Background: an optimization exercise with open tools, aiming at small area. Do not read the settings as production practice. No functional check of the RTL was part of this run. Power is estimated from default activity; no workload was simulated.

### flow/design.v
module regfile (
    input  wire [991:0] regs,      
    input  wire [31:1]  sel,       
    output reg  [31:0]  rdata
);
    integer k;
    always @(*) begin
        rdata = 32'b0;
        for (k = 1; k < 32; k = k + 1)
            rdata = rdata | ({32{sel[k]}} & regs[32*(k-1) +: 32]);
    end
endmodule
module riscv_top (
    input  wire        clk,
    input  wire        rst_n,
    input  wire        ext_irq,
    output wire [31:0] pc_out,
    input  wire [31:0] instr_in,
    output wire [31:0] data_addr,
    output wire [31:0] data_wdata,
    output wire [3:0]  data_be,
    output wire        data_re,
    input  wire [31:0] data_rdata
);
    reg  [31:0] pc;
    reg         sleeping;
    reg         mip11;
    reg  [31:0] mstatus, mie, mtvec, mscratch, mepc, mcause, mtval, mcycle, minstret;
    reg  [32*32-1:0] rfv;            
    genvar g;
    wire [31:0] ins = instr_in;
    wire [4:0]  opc = ins[6:2];
    wire [2:0]  f3  = ins[14:12];
    wire [4:0]  rs1a = ins[19:15];
    wire [4:0]  rs2a = ins[24:20];
    wire [4:0]  rda  = ins[11:7];
    wire [11:0] f12  = ins[31:20];
    wire        ok   = ins[1] & ins[0];    
    wire is_op    = (opc == 5'b01100);
    wire is_opi   = (opc == 5'b00100);
    wire is_load  = (opc == 5'b00000);
    wire is_store = (opc == 5'b01000);
    wire is_br    = (opc == 5'b11000);
    wire is_jal   = (opc == 5'b11011);
    wire is_jalr  = (opc == 5'b11001);
    wire is_lui   = (opc == 5'b01101);
    wire is_auipc = (opc == 5'b00101);
    wire is_fence = (opc == 5'b00011);
    wire is_sys   = (opc == 5'b11100);
    wire sys0      = is_sys & (f3 == 3'b000);
    wire is_ecall  = sys0 & (f12 == 12'h000);
    wire is_ebreak = sys0 & (f12 == 12'h001);
    wire is_mret   = sys0 & (f12 == 12'h302);
    wire is_wfi    = sys0 & (f12 == 12'h105);
    wire csr_acc   = is_sys & (f3 != 3'b000);
    wire dec_ilgl = ~(is_op | is_opi | is_load | is_store | is_br | is_jal | is_jalr |
                      is_lui | is_auipc | is_fence | is_sys)
                  | (is_fence & f3[2:1] != 2'b00)
                  | (sys0 & ~(is_ecall | is_ebreak | is_mret | is_wfi))
                  | (is_sys & f3 == 3'b100);
    wire csr_we_dec = is_sys & (f3[1:0] != 2'b00) & (~f3[1] | (rs1a != 5'd0));
    wire reg_write = is_op | is_opi | is_load | is_jal | is_jalr | is_lui | is_auipc | csr_acc;
    wire [31:0] rs1, rs2;
    wire [31:1] sel1, sel2;
    generate
        for (g = 1; g < 32; g = g + 1) begin : gsel
            assign sel1[g] = (rs1a == g);
            assign sel2[g] = (rs2a == g);
        end
    endgenerate
    regfile rp1 (.regs(rfv[1023:32]), .sel(sel1), .rdata(rs1));
    regfile rp2 (.regs(rfv[1023:32]), .sel(sel2), .rdata(rs2));
    wire [31:0] imm_i  = {{20{ins[31]}}, ins[31:25], (is_store ? ins[11:7] : ins[24:20])};
    wire        use_imm = ~(is_op | is_br);
    wire [31:0] bop    = use_imm ? (imm_i & {32{ok}}) : rs2;
    wire alu_rr = is_op | is_opi;
    wire do_sub = is_br | (alu_rr & (f3[2:1] == 2'b01)) | (is_op & (f3 == 3'b000) & ins[30]);
    wire [32:0] sum33 = {1'b0, rs1} + {1'b0, bop ^ {32{do_sub}}} + {32'b0, do_sub};
    wire [31:0] sum   = sum33[31:0];
    wire        sltu  = ~sum33[32];
    wire        slt   = (rs1[31] ^ bop[31]) ? rs1[31] : sltu;
    wire        lt    = f3[0] ? sltu : slt;       
    wire [31:0] xr = rs1 ^ bop;
    wire        eq = (xr == 32'b0);
    wire        sh_left = ~f3[2];
    wire [31:0] a_rev;
    generate
        for (g = 0; g < 32; g = g + 1) begin : grev
            assign a_rev[g] = rs1[31-g];
        end
    endgenerate
    wire [31:0] shin  = sh_left ? a_rev : rs1;
    wire        fill  = ~sh_left & ins[30] & rs1[31];
    wire [63:0] shx   = {{32{fill}}, shin} >> bop[4:0];
    wire [31:0] shr   = shx[31:0];
    wire [31:0] shl;
    generate
        for (g = 0; g < 32; g = g + 1) begin : gshl
            assign shl[g] = shr[31-g];
        end
    endgenerate
    wire blt  = f3[1] ? sltu : slt;
    wire take = f3[2] ? (blt ^ f3[0]) : (~f3[1] & (eq ^ f3[0]));
    wire [31:0] imm_b = {{20{ins[31]}}, ins[7], ins[30:25], ins[11:8], 1'b0};
    wire [31:0] imm_j = {{12{ins[31]}}, ins[19:12], ins[20], ins[30:21], 1'b0};
    wire [31:0] imm_u = {ins[31:12], 12'b0};
    wire [31:0] imm_p = (~ins[2] ? imm_b : (ins[4] ? imm_u : imm_j)) & {32{ok}};
    wire [31:0] pcimm = pc + imm_p;
    wire [31:0] pc4   = {pc[31:2] + 30'd1, pc[1:0]};
    assign data_re   = is_load;
    assign data_addr = sum;
    wire [1:0] ao = sum[1:0];
    wire mis = (f3[1:0] == 2'b10 & ao != 2'b00) | (f3[1:0] == 2'b01 & ao[0]);
    wire load_mis  = is_load & mis;
    wire store_mis = is_store & mis;
    reg [3:0] be;
    always @(*) begin
        case (f3[1:0])
            2'b00: be = 4'b0001 << ao;
            2'b01: be = ao[1] ? 4'b1100 : 4'b0011;
            2'b10: be = 4'b1111;
            default: be = 4'b0000;
        endcase
        if (!is_store) be = 4'b0000;
    end
    assign data_be = be;
    assign data_wdata[7:0]   = rs2[7:0];
    assign data_wdata[15:8]  = (f3[1:0] == 2'b00) ? rs2[7:0] : rs2[15:8];
    assign data_wdata[23:16] = f3[1] ? rs2[23:16] : rs2[7:0];
    assign data_wdata[31:24] = f3[1] ? rs2[31:24] : (f3[0] ? rs2[15:8] : rs2[7:0]);
    wire lw    = f3[1];
    wire lhalf = ~f3[1] & f3[0];
    wire [15:0] hsel = ao[1] ? data_rdata[31:16] : data_rdata[15:0];
    wire [7:0]  bsel = (ao[0] & ~lhalf) ? hsel[15:8] : hsel[7:0];
    wire        sgn  = ~f3[2] & (lhalf ? hsel[15] : bsel[7]);
    wire [31:0] ld;
    assign ld[7:0]   = lw ? data_rdata[7:0] : bsel;    
    assign ld[15:8]  = lw ? data_rdata[15:8] : (lhalf ? hsel[15:8] : {8{sgn}});
    assign ld[31:16] = lw ? data_rdata[31:16] : {16{sgn}};
    wire a300 = (f12 == 12'h300);
    wire a301 = (f12 == 12'h301);
    wire a304 = (f12 == 12'h304);
    wire a305 = (f12 == 12'h305);
    wire a340 = (f12 == 12'h340);
    wire a341 = (f12 == 12'h341);
    wire a342 = (f12 == 12'h342);
    wire a343 = (f12 == 12'h343);
    wire a344 = (f12 == 12'h344);
    wire aB00 = (f12 == 12'hB00);
    wire aB02 = (f12 == 12'hB02);
    wire csr_known = a300 | a301 | a304 | a305 | a340 | a341 | a342 | a343 | a344 | aB00 | aB02;
    wire [31:0] csr_rdata =
          ({32{a300}} & mstatus)
        | ({32{a301}} & 32'h40000100)
        | ({32{a304}} & mie)
        | ({32{a305}} & mtvec)
        | ({32{a340}} & mscratch)
        | ({32{a341}} & mepc)
        | ({32{a342}} & mcause)
        | ({32{a343}} & mtval)
        | ({32{a344}} & {20'b0, mip11, 11'b0})
        | ({32{aB00}} & mcycle)
        | ({32{aB02}} & minstret);
    wire csr_ilgl = (csr_acc & ~csr_known) | (csr_we_dec & (a301 | a344));
    wire illegal  = dec_ilgl | csr_ilgl;
    wire [31:0] csr_src = f3[2] ? {27'b0, rs1a} : rs1;
    wire [31:0] csr_wdata = (f3[1:0] == 2'b01) ? csr_src :
                            (f3[1:0] == 2'b10) ? (csr_rdata | csr_src) :
                                                 (csr_rdata & ~csr_src);
    wire irq   = ext_irq & mie[11] & mip11 & mstatus[3];
    wire trap  = illegal | is_ecall | is_ebreak | load_mis | store_mis | irq;
    wire tw    = trap | is_mret;       
    wire cw    = csr_we_dec & ~tw;     
    wire [3:0] cause4 = illegal   ? 4'd2 :
                        is_ebreak ? 4'd3 :
                        load_mis  ? 4'd4 :
                        store_mis ? 4'd6 : 4'd11;
    wire cause_int = ~(illegal | is_ebreak | load_mis | store_mis | is_ecall);
    wire [31:0] tval = ({32{trap & illegal}} & ins)
                     | ({32{trap & ~illegal & ~is_ebreak & (load_mis | store_mis)}} & sum);
    wire [31:0] vbase  = {mtvec[31:2], 2'b00};
    wire [31:0] vtgt   = {mtvec[31:6] + {25'b0, (mtvec[5:2] > 4'd4)}, mtvec[5:2] + 4'd11, 2'b00};
    wire [31:0] ttgt   = trap ? ((irq & (mtvec[1:0] == 2'b01)) ? vtgt : vbase) : mepc;
    wire [31:0] jtgt   = is_jalr ? {sum[31:1], 1'b0} : pcimm;
    wire [31:0] pc_next = tw ? ttgt :
                          (is_jal | is_jalr) ? jtgt :
                          (is_br & take) ? pcimm : pc4;
    wire s_arith = alu_rr;
    wire [31:0] alu_out =
          ({32{f3 == 3'b000}} & sum)
        | ({32{f3 == 3'b001}} & shl)
        | ({32{f3 == 3'b101}} & shr)
        | ({32{f3[2:1] == 2'b01}} & {31'b0, lt})
        | ({32{f3 == 3'b100}} & xr)
        | ({32{f3 == 3'b110}} & (rs1 | bop))
        | ({32{f3 == 3'b111}} & (rs1 & bop));
    wire [31:0] wd =
          ({32{s_arith}} & alu_out)
        | ({32{is_load}} & ld)
        | ({32{is_jal | is_jalr}} & pc4)
        | ({32{is_lui}} & (imm_u & {32{ok}}))
        | ({32{is_auipc}} & pcimm)
        | ({32{csr_acc}} & csr_rdata);
    assign pc_out = pc;
    wire        rst   = ~rst_n;
    wire [31:0] wd_r  = wd & {32{rst_n}};
    wire [31:0] cwd_r = csr_wdata & {32{rst_n}};
    generate
        for (g = 1; g < 32; g = g + 1) begin : grf
            wire we = (reg_write & (rda == g)) | rst;
            always @(posedge clk)
                if (we) rfv[32*g +: 32] <= wd_r;
        end
    endgenerate
    wire        pc_en = ~sleeping | rst;
    wire [31:0] pc_d  = pc_next & {32{rst_n}};
    always @(posedge clk) if (pc_en) pc <= pc_d;
    always @(posedge clk) begin
        sleeping <= rst_n & ~irq & (is_wfi | sleeping);
        mip11    <= rst_n & ext_irq;
        mcycle   <= {32{rst_n}} & ((cw & aB00) ? csr_wdata : mcycle + 32'd1);
    end
    wire mi_en = (cw & aB02) | (~trap & ~sleeping) | rst;
    wire [31:0] mi_d = {32{rst_n}} & ((cw & aB02) ? csr_wdata : minstret + 32'd1);
    always @(posedge clk) if (mi_en) minstret <= mi_d;
    always @(posedge clk) if ((cw & a304) | rst) mie      <= cwd_r;
    always @(posedge clk) if ((cw & a305) | rst) mtvec    <= cwd_r;
    always @(posedge clk) if ((cw & a340) | rst) mscratch <= cwd_r;
    always @(posedge clk) if (trap | (cw & a341) | rst)
        mepc <= {32{rst_n}} & (trap ? pc : csr_wdata);
    always @(posedge clk) if (trap | (cw & a342) | rst)
        mcause <= {32{rst_n}} & (trap ? {cause_int, 27'b0, cause4} : csr_wdata);
    always @(posedge clk) if (tw | (cw & a343) | rst)
        mtval <= {32{rst_n}} & (tw ? tval : csr_wdata);
    wire ms_w = cw & a300;
    always @(posedge clk) begin
        if (ms_w | rst) begin
            mstatus[31:8] <= cwd_r[31:8];
            mstatus[6:4]  <= cwd_r[6:4];
            mstatus[2:0]  <= cwd_r[2:0];
        end
        if (ms_w | tw | rst) begin
            mstatus[3] <= rst_n & (ms_w ? csr_wdata[3] : (~trap & mstatus[7]));
            mstatus[7] <= rst_n & (ms_w ? csr_wdata[7] : (trap ? mstatus[3] : 1'b1));
        end
    end
endmodule
### flow/run.sh
#!/bin/bash
# synth_recipe.tcl (not shown) runs the flow's synth.tcl, then flattens the netlist and writes it again
# the make line also repeats each setting of config.mk as NAME=value (left out here)
make -C /OpenROAD-flow-scripts/flow DESIGN_CONFIG=/design/flow/config.mk WORK_HOME=/design/flow/orfs CLKGATE_MAP_FILE= SYNTH_SCRIPT=/design/flow/synth_recipe.tcl finish
### flow/config.mk
export PLATFORM = sky130hd
export DESIGN_NAME = riscv_top
export DESIGN_NICKNAME = riscv_top
export VERILOG_FILES = /design/flow/design.v
export SDC_FILE = /design/flow/constraint.sdc
export NUM_CORES = 4
export LEC_CHECK = 0
export CAP_MARGIN = 20
export CORE_MARGIN = 2
export CORE_UTILIZATION = 40
export SLEW_MARGIN = 20
export SYNTH_HIERARCHICAL = 1
### flow/constraint.sdc
create_clock -name core_clock -period 13.0 [get_ports {clk}]
set_input_delay 2.6000 -clock core_clock [delete_from_list [all_inputs] [get_ports {clk}]]
set_output_delay 2.6000 -clock core_clock [all_outputs]
set_load 0.01 [all_outputs]
==> results.sh <==
export IMPL_portBuffers=167
export IMPL_synth_distinct_cells=97
export IMPL_die_x_microns=423
export IMPL_setup_worst_path_start_class="input port"
export IMPL_die_area_sq_mm=0.179
export IMPL_maxSlewHeadroom=0.125
export IMPL_seq_area_frac_synth=0.557
export IMPL_wl_met3_microns=44000
export IMPL_avgSynthCellArea_sq_um=11.5
export IMPL_crit_path_end_kind="output pin"
export IMPL_cts_hold_buf=0
export IMPL_syn_nets=6308
export IMPL_top_layer_used="met5"
export IMPL_first_iter_violations=11800
export IMPL_synthMostInstantiatedCell="edfxtp_1"
export IMPL_worst_pin_slew_ns=1.31
export IMPL_critical_path_class="input port to output pin"
export IMPL_viasPerCell=7.20
export IMPL_crit_buf_inv=6
export IMPL_drive_above_1_share=0.141
export IMPL_syn_area_sq_mm=0.0702
export IMPL_powerDensity_mw_per_mm2=139
export IMPL_yosysTopAreaCellShare=0.547
export IMPL_synth_seq_cells=1314
export IMPL_first_pass_iters=10
export IMPL_io_pins=168
export IMPL_path_max_fanout=24
export IMPL_synthFlopType="edfxtp_1"
export IMPL_worstSkewPairLatency_ns=0.83
export IMPL_yosysWarnings=8
export IMPL_dpl_cell_count=8558
export IMPL_setup_ws_ns=-0.159
export IMPL_ir_drop_uv=145
export IMPL_worstPathArrival_ns=10.56
export IMPL_clk_pin_slew_ns=0.06
export IMPL_post_cts_buffers=0
export IMPL_synth_largest_area_cell="edfxtp_1"
export IMPL_gp_congestion=1.09
export IMPL_grt_max_degree=56
export IMPL_crit_slowest_cell="clkdlybuf4s50_1"
export IMPL_syn_inst=6106
export IMPL_hold_class="register to register"
export IMPL_drt_total_wl_microns=395000
export IMPL_numCtsBuffers=143
export IMPL_layout_nets=6581
export IMPL_cpMostUsedCell="buf_4"
export IMPL_drv_cap=0
export IMPL_status="failed layout checks"
export IMPL_finalHoldViolations=0
export IMPL_htree_levels=4
export IMPL_yosys_top_cells_count="edfxtp_1 (1280), a22oi_1 (861), nor2_1 (467), clkbuf_1 (370), nand2_1 (364)"
export IMPL_grt_pass1_wl_microns=527000
export IMPL_skew_ns=0.0452
export IMPL_wl_met1_microns=146000
export IMPL_grt_ovfl_total=0
export IMPL_min_period_ns=13.16
export IMPL_core_area_sq_mm=0.174
export IMPL_period_share=1.01
export IMPL_num_rows=153
export IMPL_synthArstFlopShare=0
export IMPL_synth_edf_count=1280
export IMPL_cts_tree="done"
export IMPL_fillers=15900
export IMPL_critPathTopFamily="buffers and inverters"
export IMPL_violatedChecks="negative setup slack"
export IMPL_rsz0062_at_grt="no"
export IMPL_crit_chain="clkdlybuf4s50_1, buf_4, nor4_2, and2_2, buf_4, a22oi_1, nand4_1, or4_1, a21oi_1, xor2_1, ha_1, a21oi_1, o211ai_1, a211oi_1, a211o_1, a211oi_1, buf_4, nor3_1, xor2_1, inv_1, clkdlybuf4s50_1"
export IMPL_route_met2_wl_microns=168000
export IMPL_start_util=0.403
export IMPL_wire_per_inst_microns=44.7
export IMPL_synthTopCellsByArea="edfxtp_1 (55%), a22oi_1 (9.2%), nor2_1 (2.5%), ha_1 (2.4%), clkbuf_1 (2.0%)"
export IMPL_cts_path_max_buffers=3
export IMPL_clock_sinks=1314
export IMPL_first_global_vias=59000
export IMPL_drv_slew=0
export IMPL_ant_nets=0
export IMPL_p_leak_uw=0.0292
export IMPL_num_vias=63800
export IMPL_max_stage_delay_ns=1.00
export IMPL_grt_usage=0.430
export IMPL_cts_root_buf="clkbuf_16"
export IMPL_fmax_mhz=76.0
export IMPL_cts_resized=0
export IMPL_area_delta_synth_final_pct=16.5
export IMPL_holdWs_ns=0.549
export IMPL_fin_cells=8852
export IMPL_hpwl_microns=291000
export IMPL_drc=0
export IMPL_chipHeight_microns=423
export IMPL_worstPathRequired_ns=10.40
export IMPL_grt_antenna_before_repair=51
export IMPL_setup_viol=4
[per-module statistics from Yosys, one instance, submodules excluded]
module	cells inside	cell area, sq um	flops+latches	times used
riscv_top	4640	59500	1314	1
regfile	733	5340	0	2
[power by group]
part	switching (uW)	internal, uW	total, uW	leakage (uW)
clock network	1780	2250	4040	0.00223
logic	1630	608	2240	0.0133
registers	166	4910	5070	0.0137
[logic make-up (layout without fill, tap and decap cells)]
logic type,count (synthesis),in the layout,synth area share
multiplexers,97,97,0.0183
adder cells (fa/ha/maj),135,135,0.0243
buffers and inverters,561,948,0.0326
AND/OR/NAND/NOR,1633,1633,0.113
XOR/XNOR,203,203,0.0253
flip-flops,1314,1314,0.557
AO/OA/AOI/OAI,2163,2163,0.229
other,0,34,0
[cell usage in the layout, fill, tap and decap left out, types with 32 or more instances in the layout]
cell type / count
o211ai_1: 45
a22o_1: 84
a221oi_2: 63
a31oi_1: 38
a21o_1: 63
and2_1: 46
nand2b_1: 34
xnor2_1: 90
o22ai_1: 71
clkdlybuf4s50_1: 162
dfxtp_1: 34
nor3_1: 58
a22oi_1: 861
o21ai_0: 161
ha_1: 133
nand4_1: 161
nand2_1: 364
or4_1: 67
mux2i_1: 51
nand3_1: 252
diode_2: 34
xor2_1: 112
nor2_1: 402
nor2_4: 37
a222oi_1: 108
clkinv_1: 32
inv_1: 99
clkbuf_16: 143
buf_4: 407
a211oi_1: 94
a221oi_1: 64
a21oi_1: 256
edfxtp_1: 1280
and3_1: 64
[per-stage QoR]
stage	setup WS, ns	instance area, sq um	utilization	TNS, ns	total power [uW]
after floorplan	2.15	70200	-	0	5990
after global placement	0.348	77100	0.443	0	7280
after detailed placement	0.267	77200	0.443	0	7270
after CTS	0.237	81700	0.469	0	11300
after global routing	0.0111	81800	0.470	0	11500
final	-0.159	81800	0.470	-0.410	11300
[sequential cells by signal (all words and copies together), names as in the netlist]
name / count
mip11: 1
sleeping: 1
mtval: 32
mcause: 32
pc: 32
rfv: 992
mscratch: 32
mstatus: 32
mcycle: 32
mie: 32
mtvec: 32
mepc: 32
minstret: 32
[layout make-up]
type                       instances  area, sq um  area share
timing repair buffer             581         4870      0.0595
clock buffer                     178         3760      0.0459
sequential                      1314        39100       0.478
inverter                         108          410     0.00501
antenna                           34         85.1     0.00104
clock inverter                    81          807     0.00986
multi-input combinational       4231        29900       0.365
tap                             2325         2910      0.0355
[metal layers]
layer	track usage	up-vias
li1	-	25400
met1	0.545	32100
met2	0.629	5190
met3	0.105	1096
met4	0.340	36
met5	0	-
[worst paths after layout]
kind	start	cells after the start	to	slack [ns]
setup / recovery	instr_in[21]	21	data_addr[28]	-0.16
hold / removal	mcycle[0]	1	mcycle[0]	0.55
setup reg to reg	rfv[124]	17	pc[7]	5.64
hold reg to reg	mcycle[0]	1	mcycle[0]	0.55

[separate check: timing with driven ports]
Ports are ideal in the flow. The routed layout listed here was re-timed in OpenROAD. Step 1 (the two cells are an assumption about what drives the block):
set clk [get_ports {clk}]
set_driving_cell -lib_cell sky130_fd_sc_hd__clkbuf_16 $clk
set_driving_cell -lib_cell sky130_fd_sc_hd__buf_2 [delete_from_list [all_inputs] $clk]
Step 2 also shifts input and output timing later by t, the mid clock arrival at the registers, as if the neighbouring blocks saw the same clock. Three values: ideal, step 1, step 2; two values: the first two.
t, ns: 0.895
setup slack, ns: -0.159 / -0.191 / -0.191
worst register clock-pin slew, ns: 0.08 / 0.08
worst data-port slew with drivers (ns): 0.22
cell pins on the clock port's net: 1
For this run, drivers alone change the setup slack by -0.032 ns; drivers and shift together by -0.032 ns.
